Source: an optimization exercise on an open RTL-to-GDS flow (aim: small area). Production flows keep margins and buffers that such runs may drop. In this exercise RTL edits were held to simulation tests only and were not proved equivalent to the original. No activity file was given, so power comes from the tool's default toggle rates.

Design snn_rgb, start of the top module:
module snn_rgb (
    input clk,
    input reset_n,                    
    input [2:0] enable_in,            
    input [7:0] r_in,                 
    input [7:0] g_in,                 
    input [7:0] b_in,                 
    output [7:0] r_out,
    output [7:0] g_out,
    output [7:0] b_out
);
Size in the first run: ~1100 cells after synthesis, about 160 flip-flops, about 53 I/O pins, roughly 0.010 mm² of cells after synthesis.
Settings: LEC_CHECK=0, CAP_MARGIN=20, CORE_MARGIN=2, CORE_UTILIZATION=40, CTS_BUF_LIST=sky130_fd_sc_hd__clkbuf_2 sky130_fd_sc_hd__clkbuf_4 sky130_fd_sc_hd__clkbuf_8, SLEW_MARGIN=20; clock period 10.0 ns.
run.sh (not shown) runs the stock make flow with config.mk's settings and CLKGATE_MAP_FILE= SYNTH_SCRIPT=/design/flow/synth_recipe.tcl, a recipe that flattens the netlist after the stock synthesis.
Rerun with:
Settings changed: CTS_BUF_LIST sky130_fd_sc_hd__clkbuf_2 sky130_fd_sc_hd__clkbuf_4 sky130_fd_sc_hd__clkbuf_8 to default.
Result: The new run went through all stages and came out clean. Routed wire length is higher by 0.51%. Setup slack gets worse by 0.039 ns. Area after synthesis is unchanged. Sequential share of layout area drops by 0.42 points. Cell area grows by 1.6%. Via count rises by 0.69%. Total power went up by 3.8%. Cell count is unchanged.

---

snn_rgb, a different RTL version from the one above (not shown whole).
Size: roughly 53 I/O pins, roughly 9900 sq um of cells after synthesis.
==> flow/design.v (excerpt) <==
module snn_rgb (
    input clk,
    input reset_n,                    
    input [2:0] enable_in,            
    input [7:0] r_in,                 
    input [7:0] g_in,                 
    input [7:0] b_in,                 
    output [7:0] r_out,
    output [7:0] g_out,
    output [7:0] b_out
);
parameter n_sp_to_activate = 60;   
parameter w_0_n0 = 8;
parameter w_1_n0 = 37;
parameter w_2_n0 = 141;
parameter bias_n0 = 69;
parameter w_0_n1 = 44;
parameter w_1_n1 = 25;
parameter w_2_n1 = -73;
parameter bias_n1 = 124;
parameter w_0_n2 = 20;
parameter w_1_n2 = -39;
parameter w_2_n2 = -23;
parameter bias_n2 = 8;
parameter w_0_n3 = 137;
parameter w_1_n3 = 72;
parameter w_2_n3 = -113;
parameter bias_n3 = 20;
parameter w_0_n4 = 7;
parameter w_1_n4 = 45;
parameter w_2_n4 = -37;
parameter bias_n4 = -25;
parameter w_0_n5 = 81;
parameter w_1_n5 = 33;
parameter w_2_n5 = 55;
parameter bias_n5 = -57;
parameter w_0_n6 = -89;
parameter w_1_n6 = 0;
parameter w_2_n6 = 132;
parameter bias_n6 = 33;
parameter w_0_n7 = 196;
parameter w_1_n7 = 295;
parameter w_2_n7 = 74;
parameter w_3_n7 = -275;
parameter w_4_n7 = 110;
parameter w_5_n7 = -178;
parameter w_6_n7 = 349;
parameter bias_n7 = 57;
parameter w_0_n8 = -255;
parameter w_1_n8 = 57;
parameter w_2_n8 = -171;
parameter w_3_n8 = 497;
parameter w_4_n8 = -108;
parameter w_5_n8 = 9;
parameter w_6_n8 = -386;
parameter bias_n8 = 92;
reg reset;
reg [7:0] step;
wire r_sp, g_sp, b_sp;
reg [2:0] sp;                           
wire [6:0] h;
wire out_0, out_1;
always @(posedge clk) begin
    reset <= ~reset_n;
end
function [7:0] inc8;
  ...
export LEC_CHECK = 0
export CAP_MARGIN = 20
export CORE_MARGIN = 2
export CORE_UTILIZATION = 40
export SLEW_MARGIN = 20
create_clock -name core_clock -period 10.0 [get_ports {clk}]
standard.sh (not shown) runs the stock make flow with config.mk's settings and CLKGATE_MAP_FILE= SYNTH_SCRIPT=/design/flow/synth_recipe.tcl, a recipe that flattens the netlist after the stock synthesis.
==> flow/flow/run.sh <==
#!/bin/bash
set -euo pipefail
bash standard.sh BUFFER_PORTS_ARGS="-buffer_cell sky130_fd_sc_hd__buf_1" CTS_ARGS="-sink_clustering_enable -repair_clock_nets -dont_use_dummy_load -sink_clustering_size 40 -sink_clustering_max_diameter 200 -buf_list sky130_fd_sc_hd__clkbuf_16"  finish > flow.log 2>&1
Then changed:
==> flow/flow/run.sh (replaced) <==
#!/bin/bash
set -euo pipefail
bash standard.sh BUFFER_PORTS_ARGS="-buffer_cell sky130_fd_sc_hd__buf_1" CTS_ARGS="-sink_clustering_enable -repair_clock_nets -dont_use_dummy_load -sink_clustering_size 30 -sink_clustering_max_diameter 150 -buf_list sky130_fd_sc_hd__clkbuf_8"  finish > flow.log 2>&1
The changed run completed without violations.
Cell area drops by 1.8%.
Total power shrinks by 4.5%.
Wire length drops by 0.39%.
Via count stays flat.
Worst setup slack is worse by 0.019 ns.
Die area is unchanged.
Core utilization drops by 0.79 points.
Cell count is unchanged.
Synthesized cell count stays the same.
Clock skew came out higher by 0.0097 ns.
Synthesized area is unchanged.
Then changed:
==> flow/flow/run.sh (replaced) <==
#!/bin/bash
# Own layout flow: the standard ORFS flow (standard.sh, unchanged
# synthesis, floorplan, power grid and routing), with two changes:
#  - the port buffers are the smallest buffer, buf_1, instead of the
#    cell buffer_ports picks by default;
#  - clock tree synthesis uses clkbuf_8 buffers and no dummy loads.
# Each tool's full output goes to ORFS's own logs (orfs/logs/...), and make's
# output to flow.log in this folder.
set -euo pipefail
bash standard.sh \
  BUFFER_PORTS_ARGS="-buffer_cell sky130_fd_sc_hd__buf_1" \
  CTS_ARGS="-sink_clustering_enable -repair_clock_nets -dont_use_dummy_load -buf_list sky130_fd_sc_hd__clkbuf_8" \
  finish > flow.log 2>&1
Settings changed: CTS_BUF_LIST set to sky130_fd_sc_hd__clkbuf_8.
Total power does not change.
Worst setup slack stays the same.
Worst hold slack stays the same.
Die area is unchanged.
Sequential share of layout area stays the same.
Non-clock buffer count stays the same.
Count of clock-buffer cells in the layout stays the same.
Global-route usage does not change.
Final area stays the same.
Synthesized area does not change.
Register-to-register slack hardly moves.
Then changed:
==> flow/run.sh (new file) <==
#!/bin/bash
# synth_recipe.tcl (not shown) runs the flow's synth.tcl, then flattens the netlist and writes it again
# the make line also repeats each setting of config.mk as NAME=value (left out here)
make -C /OpenROAD-flow-scripts/flow DESIGN_CONFIG=/design/flow/config.mk WORK_HOME=/design/flow/orfs CLKGATE_MAP_FILE= SYNTH_SCRIPT=/design/flow/synth_recipe.tcl finish
removed: flow/flow/run.sh
removed: flow/standard.sh
Outcome:
- The changed run finished clean
- maximum frequency hardly moves
- sequential power hardly moves
- core utilization rose by 2.0 points
- total power rose by 4.4%

re-timing with driven ports:
Ports are ideal in the flow. The routed layouts listed here were re-timed in OpenROAD. Step 1 sets driving cells, clkbuf_16 on the clock port and buf_2 on the other inputs (assumed; they add their load-dependent delay and slew). Step 2 moves the port delays by t, midway between the first and last clock arrival at a register: inputs arrive t later, outputs are due t later. That takes back most of the time a late clock gives input paths. Slacks: ideal / step 1 / step 2; pairs: ideal / step 1.
run	t, ns	slack for setup (ns)	worst register clock-pin slew, ns
the first run of note 1	0.502	0.498 / 0.509 / 0.007	0.09 / 0.09
the second run of note 1	0.476	0.459 / 0.477 / 0.000	0.07 / 0.07
the first run of note 2	0.461	1.170 / 1.170 / 1.170	0.07 / 0.07
the second run of note 2	0.477	1.151 / 1.151 / 1.151	0.10 / 0.10
the third run of note 2	0.477	1.151 / 1.151 / 1.151	0.10 / 0.10
the fourth run of note 2	0.489	1.130 / 1.130 / 1.130	0.10 / 0.10
For the first run of note 1, which loses most, drivers alone change the setup slack by +0.011 ns; drivers and shift together by -0.491 ns.
